From an optimization exercise on the open Yosys and OpenROAD flow, aimed at small area and few clock cycles; shortcuts taken in it are not production practice. Only simulation tests tie the RTL to the original design; equivalence was not proved. Power figures rest on the tool's default switching activity, not on a simulated workload.

Setup of run 1:
## d_cache
module d_cache #(
  parameter ADDR_WIDTH = 32,
  parameter DATA_WIDTH = 32,
  parameter NUM_SETS = 8,
  parameter ASSOC = 4,
  parameter LINE_WORDS = 1
)(
  input  logic                    clk,
  input  logic                    rst_n,
  input  logic [ADDR_WIDTH-1:0]   cpu_addr,
  input  logic                    cpu_rd,
  input  logic                    cpu_wr,
  input  logic [DATA_WIDTH-1:0]   cpu_wdata,
  output logic [DATA_WIDTH-1:0]   cpu_rdata,
  output logic                    cpu_ready,
  output logic [ADDR_WIDTH-1:0]   mem_addr,
  output logic                    mem_rd,
  output logic                    mem_wr,
  output logic [DATA_WIDTH-1:0]   mem_wdata,
  input  logic [DATA_WIDTH-1:0]   mem_rdata,
  input  logic                    mem_ready
);
clock: 9.0 ns
lec_check: 0
cap_margin: 20
core_margin: 2
core_utilization: 45
slew_margin: 20
standard.sh (not shown) runs the stock make flow with config.mk's settings and CLKGATE_MAP_FILE= SYNTH_SCRIPT=/design/flow/synth_recipe.tcl, a recipe that flattens the netlist after the stock synthesis.
==> flow/flow/run.sh <==
#!/bin/bash
# The standard layout, with two changes: synthesis maps the logic with an
# area-recovery ABC script (flow/area.abc), and the layout uses small port
# buffers and a clock tree of clkbuf_16 leaf clusters of up to 25 sinks without dummy loads.
# make's output goes to flow_make.log; each tool's log is under orfs/logs.
set -euo pipefail
W=$(pwd)
ORFS=$W/orfs
RES=$ORFS/results/$FLOW_PLATFORM/d_cache/base
export AREA_ABC_SCRIPT=$W/flow/area.abc
{ echo "source $W/flow/abc_wrap.tcl"; cat $W/synth_recipe.tcl; } > $W/flow_synth.tcl
export BUFFER_PORTS_ARGS="-buffer_cell sky130_fd_sc_hd__buf_1"
export CTS_ARGS="-sink_clustering_enable -repair_clock_nets -sink_clustering_size 25 -sink_clustering_max_diameter 80 -buf_list sky130_fd_sc_hd__clkbuf_16 -dont_use_dummy_load"
make -C $FLOW_HOME DESIGN_CONFIG=$FLOW_CONFIG WORK_HOME=$ORFS CLKGATE_MAP_FILE= \
  SYNTH_SCRIPT=$W/flow_synth.tcl finish > $W/flow_make.log 2>&1
: # left out here: write the final layout as DEF
==> flow/flow/abc_wrap.tcl <==
# Run ABC with the area-recovery mapping script beside this file instead of
# the one the synthesis script names. Registers are mapped before this step,
# so they stay exactly as the standard synthesis makes them.
proc abc {args} {
  set i [lsearch -exact $args -script]
  if {$i >= 0} { lset args [expr {$i + 1}] $::env(AREA_ABC_SCRIPT) }
  yosys abc {*}$args
}
==> flow/flow/area.abc <==
strash
&get -n
&st
&syn2
&dch
&nf -R 1000
&put
Run 1 | status: complete | timing, DRC, antenna: pass
Testbench counts of run 1, summed over its fixed seeds: cycles 74,111.
--- input diff run 1..run 2 ---
- PLACE_DENSITY: unset -> 0.8
- Per the final summary, run 2 finished and its layout is clean on timing, DRC and antenna.
- Diff run 1 -> run 2: level count of the clock H-tree level, count of clock-buffer cells in the layout moved down, overall global routing resource usage moved down, via count moved up.
- Reported for run 2 and run 1, post-CTS setup buffer count turned out identical to the last digit.
- Looking at area overhead of the layout relative to synthesis across run 2 and run 1, the one that comes out lower is run 2.
Relative to run 2, the following input files were edited for run 3:
diff --git a/flow/flow/run.sh b/flow/flow/run.sh
--- a/flow/flow/run.sh
+++ b/flow/flow/run.sh
@@ -3,3 +3,3 @@
 # area-recovery ABC script (flow/area.abc), and the layout uses small port
-# buffers and a clock tree of clkbuf_16 leaf clusters of up to 25 sinks without dummy loads.
+# buffers and a clock tree of clkbuf_16 leaf clusters of up to 28 sinks without dummy loads.
 # make's output goes to flow_make.log; each tool's log is under orfs/logs.
@@ -12,3 +12,3 @@
 export BUFFER_PORTS_ARGS="-buffer_cell sky130_fd_sc_hd__buf_1"
-export CTS_ARGS="-sink_clustering_enable -repair_clock_nets -sink_clustering_size 25 -sink_clustering_max_diameter 80 -buf_list sky130_fd_sc_hd__clkbuf_16 -dont_use_dummy_load"
+export CTS_ARGS="-sink_clustering_enable -repair_clock_nets -sink_clustering_size 28 -sink_clustering_max_diameter 80 -buf_list sky130_fd_sc_hd__clkbuf_16 -dont_use_dummy_load"
 make -C $FLOW_HOME DESIGN_CONFIG=$FLOW_CONFIG WORK_HOME=$ORFS CLKGATE_MAP_FILE= \
==> comparison <==
- Run 3 closes out successfully: all stages finished, all timing, DRC and antenna checks passed.
- Changes observed in run 3 relative to run 2: xor and xnor area share after synthesis held steady; post-route non-filler standard cell count barely changed; post-cts sizing count has remained practically unchanged; total power dropped 0.95%.
- Between run 2 and run 3, the overall track demand over capacity in global routing figures differ only marginally.
- Between run 2 and run 3, the difference in routed wire length is negligible.
- Re number of signal-net buffers in the layout: no difference whatsoever between run 2 and run 3.
- Run 3 -> run 2: number of cells in the design after placement delta 0, exact match
Modified inputs, run 4 compared to run 3
- swapping 0.8 for 0.9 in PLACE_DENSITY
diff --git a/flow/flow/run.sh b/flow/flow/run.sh
--- a/flow/flow/run.sh
+++ b/flow/flow/run.sh
@@ -3,3 +3,3 @@
 # area-recovery ABC script (flow/area.abc), and the layout uses small port
-# buffers and a clock tree of clkbuf_16 leaf clusters of up to 28 sinks without dummy loads.
+# buffers and a clock tree of clkbuf_16 leaf clusters of up to 25 sinks without dummy loads.
 # make's output goes to flow_make.log; each tool's log is under orfs/logs.
@@ -12,3 +12,3 @@
 export BUFFER_PORTS_ARGS="-buffer_cell sky130_fd_sc_hd__buf_1"
-export CTS_ARGS="-sink_clustering_enable -repair_clock_nets -sink_clustering_size 28 -sink_clustering_max_diameter 80 -buf_list sky130_fd_sc_hd__clkbuf_16 -dont_use_dummy_load"
+export CTS_ARGS="-sink_clustering_enable -repair_clock_nets -sink_clustering_size 25 -sink_clustering_max_diameter 80 -buf_list sky130_fd_sc_hd__clkbuf_16 -dont_use_dummy_load"
 make -C $FLOW_HOME DESIGN_CONFIG=$FLOW_CONFIG WORK_HOME=$ORFS CLKGATE_MAP_FILE= \
Notes after the runs:
Where worst slack on hold paths is concerned, run 3 is better than run 4.
Reported for run 3 and run 4, gate count after technology mapping turned out identical to the last digit.
Clock network contribution to total cell area (lower): run 3
Number of buffers inserted during clock tree synthesis: run 4 vs run 3 up 9
Run 4 can be clocked slower than run 3.
In the flow results for run 3 and run 4, the number of clock buffers in the layout is smaller on run 3.
Setup changes, run 4 to run 5
- removing PLACE_DENSITY (formerly 0.9)
- setting GPL_TIMING_DRIVEN to 0 for the first time
==> flow/flow/area.abc <==
strash
&get -n
&st
&dch
&nf -R 1000
&put
Findings:
- Compared to run 4, run 5 has sequential share of cell area 3.5 points lower.
- Run 5 falls short of run 4 in setup slack after placement.
- Summary — routed wire length, run 5 relative to run 4: lower, by 0.45%.
- Sequential cell area fraction in the yosys report in run 5 vs run 4: down 0.68 points
- Higher post-placement cell count among run 5 and run 4: run 5
- Comparing run 5 and run 4, static leakage is lower on run 4.
- Between run 5 and run 4, the post-layout instance area is higher for run 5.
- Run 5 against run 4; synthesized cell count is up by a little under 10%.
- Run 4 -> run 5: average cell area after synthesis decreased by a few percent

========
d_cache, a different RTL version from the one above (not shown whole).
Size: about 4200 cells after synthesis, roughly 200 I/O pins.
==> flow/config.mk <==
export PLATFORM = sky130hd
export DESIGN_NAME = d_cache
export DESIGN_NICKNAME = d_cache
export VERILOG_FILES = /design/flow/design.v
export SDC_FILE = /design/flow/constraint.sdc
export NUM_CORES = 4
export LEC_CHECK = 0
export CAP_MARGIN = 20
export CORE_MARGIN = 2
export CORE_UTILIZATION = 45
export SLEW_MARGIN = 20
==> flow/constraint.sdc <==
create_clock -name core_clock -period 9.0 [get_ports {clk}]
set_input_delay 1.8000 -clock core_clock [delete_from_list [all_inputs] [get_ports {clk}]]
set_output_delay 1.8000 -clock core_clock [all_outputs]
set_load 0.01 [all_outputs]
==> flow/flow/run.sh <==
#!/bin/bash
# The standard layout, with two changes: synthesis maps the logic with an
# area-recovery ABC script (flow/area.abc), and the layout uses small port
# buffers and a clock tree of clkbuf_16 leaf clusters of up to 20 sinks without dummy loads.
# make's output goes to flow_make.log; each tool's log is under orfs/logs.
set -euo pipefail
W=$(pwd)
ORFS=$W/orfs
RES=$ORFS/results/$FLOW_PLATFORM/d_cache/base
export AREA_ABC_SCRIPT=$W/flow/area.abc
{ echo "source $W/flow/abc_wrap.tcl"; cat $W/synth_recipe.tcl; } > $W/flow_synth.tcl
export BUFFER_PORTS_ARGS="-buffer_cell sky130_fd_sc_hd__buf_1"
export CTS_ARGS="-sink_clustering_enable -repair_clock_nets -sink_clustering_size 20 -sink_clustering_max_diameter 80 -buf_list sky130_fd_sc_hd__clkbuf_16 -dont_use_dummy_load"
make -C $FLOW_HOME DESIGN_CONFIG=$FLOW_CONFIG WORK_HOME=$ORFS CLKGATE_MAP_FILE= \
  SYNTH_SCRIPT=$W/flow_synth.tcl finish > $W/flow_make.log 2>&1
: # left out here: write the final layout as DEF
==> flow/flow/area.abc <==
strash
&get -n
&st
&dch
&nf -R 1000
&put
Scripts as last shown in full above: flow/flow/abc_wrap.tcl
Testbench counts at the start, summed over its fixed seeds: cycles 80,897.
Change:
--- a/flow/flow/run.sh
+++ b/flow/flow/run.sh
@@ -4 +4 @@
-# buffers and a clock tree of clkbuf_16 leaf clusters of up to 20 sinks without dummy loads.
+# buffers and a clock tree of clkbuf_16 leaf clusters of up to 30 sinks without dummy loads.
@@ -13 +13 @@
-export CTS_ARGS="-sink_clustering_enable -repair_clock_nets -sink_clustering_size 20 -sink_clustering_max_diameter 80 -buf_list sky130_fd_sc_hd__clkbuf_16 -dont_use_dummy_load"
+export CTS_ARGS="-sink_clustering_enable -repair_clock_nets -sink_clustering_size 30 -sink_clustering_max_diameter 60 -buf_list sky130_fd_sc_hd__clkbuf_16 -dont_use_dummy_load"
- CAP_MARGIN: 20 -> 0
- CORE_UTILIZATION: 45 -> 60
- SLEW_MARGIN: 20 -> 0
Clock skew fell by 0.045 ns; total power rose by 2.6%; utilization rose by 17 points; cell area barely changes; wire length fell by 3.3%; hold slack loses 0.0084 ns; via count is about the same; clock-buffer cell count rose by 26; synthesized cell count does not change; cell count fell by 7.6%.
Change:
--- a/flow/flow/run.sh
+++ b/flow/flow/run.sh
@@ -4 +4 @@
-# buffers and a clock tree of clkbuf_16 leaf clusters of up to 30 sinks without dummy loads.
+# buffers and a clock tree of clkbuf_16 leaf clusters of up to 25 sinks without dummy loads.
@@ -13 +13 @@
-export CTS_ARGS="-sink_clustering_enable -repair_clock_nets -sink_clustering_size 30 -sink_clustering_max_diameter 60 -buf_list sky130_fd_sc_hd__clkbuf_16 -dont_use_dummy_load"
+export CTS_ARGS="-sink_clustering_enable -repair_clock_nets -sink_clustering_size 25 -sink_clustering_max_diameter 80 -buf_list sky130_fd_sc_hd__clkbuf_16 -dont_use_dummy_load"
- CAP_MARGIN: 0 -> 20
- CORE_UTILIZATION: 60 -> 45
- SLEW_MARGIN: 0 -> 20
Effect: Global-route usage goes down by 8.1 points; sequential power barely changes; critical path depth is unchanged; maximum frequency shrinks by 3.0%; wire length is higher by 3.2%; hold slack improves by 0.0080 ns; area after synthesis stays the same; core utilization drops by 17 points.
Change:
- CAP_MARGIN: 20 -> 0
- CORE_UTILIZATION: 45 -> 60
- SLEW_MARGIN: 20 -> 0
Result:
- cell area is lower by about 0.6%
- synthesized cell count stays the same
- global-route usage went up by 7.7 points
- clock skew went down by 0.027 ns
- power goes down by 0.94%
- worst setup slack improves by 0.35 ns
- register-to-register slack is better by 0.17 ns

## what the ideal ports hide
The results above use ideal ports. As a check the final layouts listed here were re-extracted and re-timed, cells and wires unchanged. Step 1 sets driving cells, clkbuf_16 on the clock port and buf_2 on the other inputs (assumed; they add their load-dependent delay and slew). Step 2 times the ports against the registers' clock, not the clock port: input delays grow and output delays shrink by t, the midpoint of the rising clock arrivals with the driver on. a / b / c = no drivers / after step 1 / after step 2; a / b = the first two.
run	t (ns)	slack for setup (ns)	worst hold slack (ns)	clock arrival spread, ns	cell pins on the clock port's net
run 1	0.832	1.158 / 1.125 / 0.293	0.465 / 0.465 / 0.465	0.102 / 0.102	1
run 2	0.812	0.915 / 0.928 / 0.116	0.478 / 0.478 / 0.478	0.066 / 0.066	1
run 3	0.801	0.843 / 0.857 / 0.056	0.481 / 0.481 / 0.481	0.087 / 0.088	1
run 4	0.796	0.706 / 0.762 / -0.034	0.472 / 0.472 / 0.472	0.088 / 0.088	1
run 5	0.816	0.170 / 0.225 / -0.590	0.483 / 0.483 / 0.483	0.151 / 0.151	1
the first run of note 2	0.822	0.915 / 0.943 / 0.121	0.475 / 0.475 / 0.475	0.102 / 0.102	1
the second run of note 2	0.853	1.120 / 1.172 / 0.319	0.466 / 0.466 / 0.466	0.057 / 0.057	1
the third run of note 2	0.808	0.880 / 0.907 / 0.099	0.474 / 0.474 / 0.474	0.085 / 0.085	1
the fourth run of note 2	0.784	1.234 / 1.290 / 0.505	0.472 / 0.472 / 0.472	0.059 / 0.059	1
With both steps, setup timing fails in run 4 and run 5, where it was met with ideal ports. For run 1, which loses most, drivers alone change the setup slack by -0.033 ns; drivers and shift together by -0.865 ns.
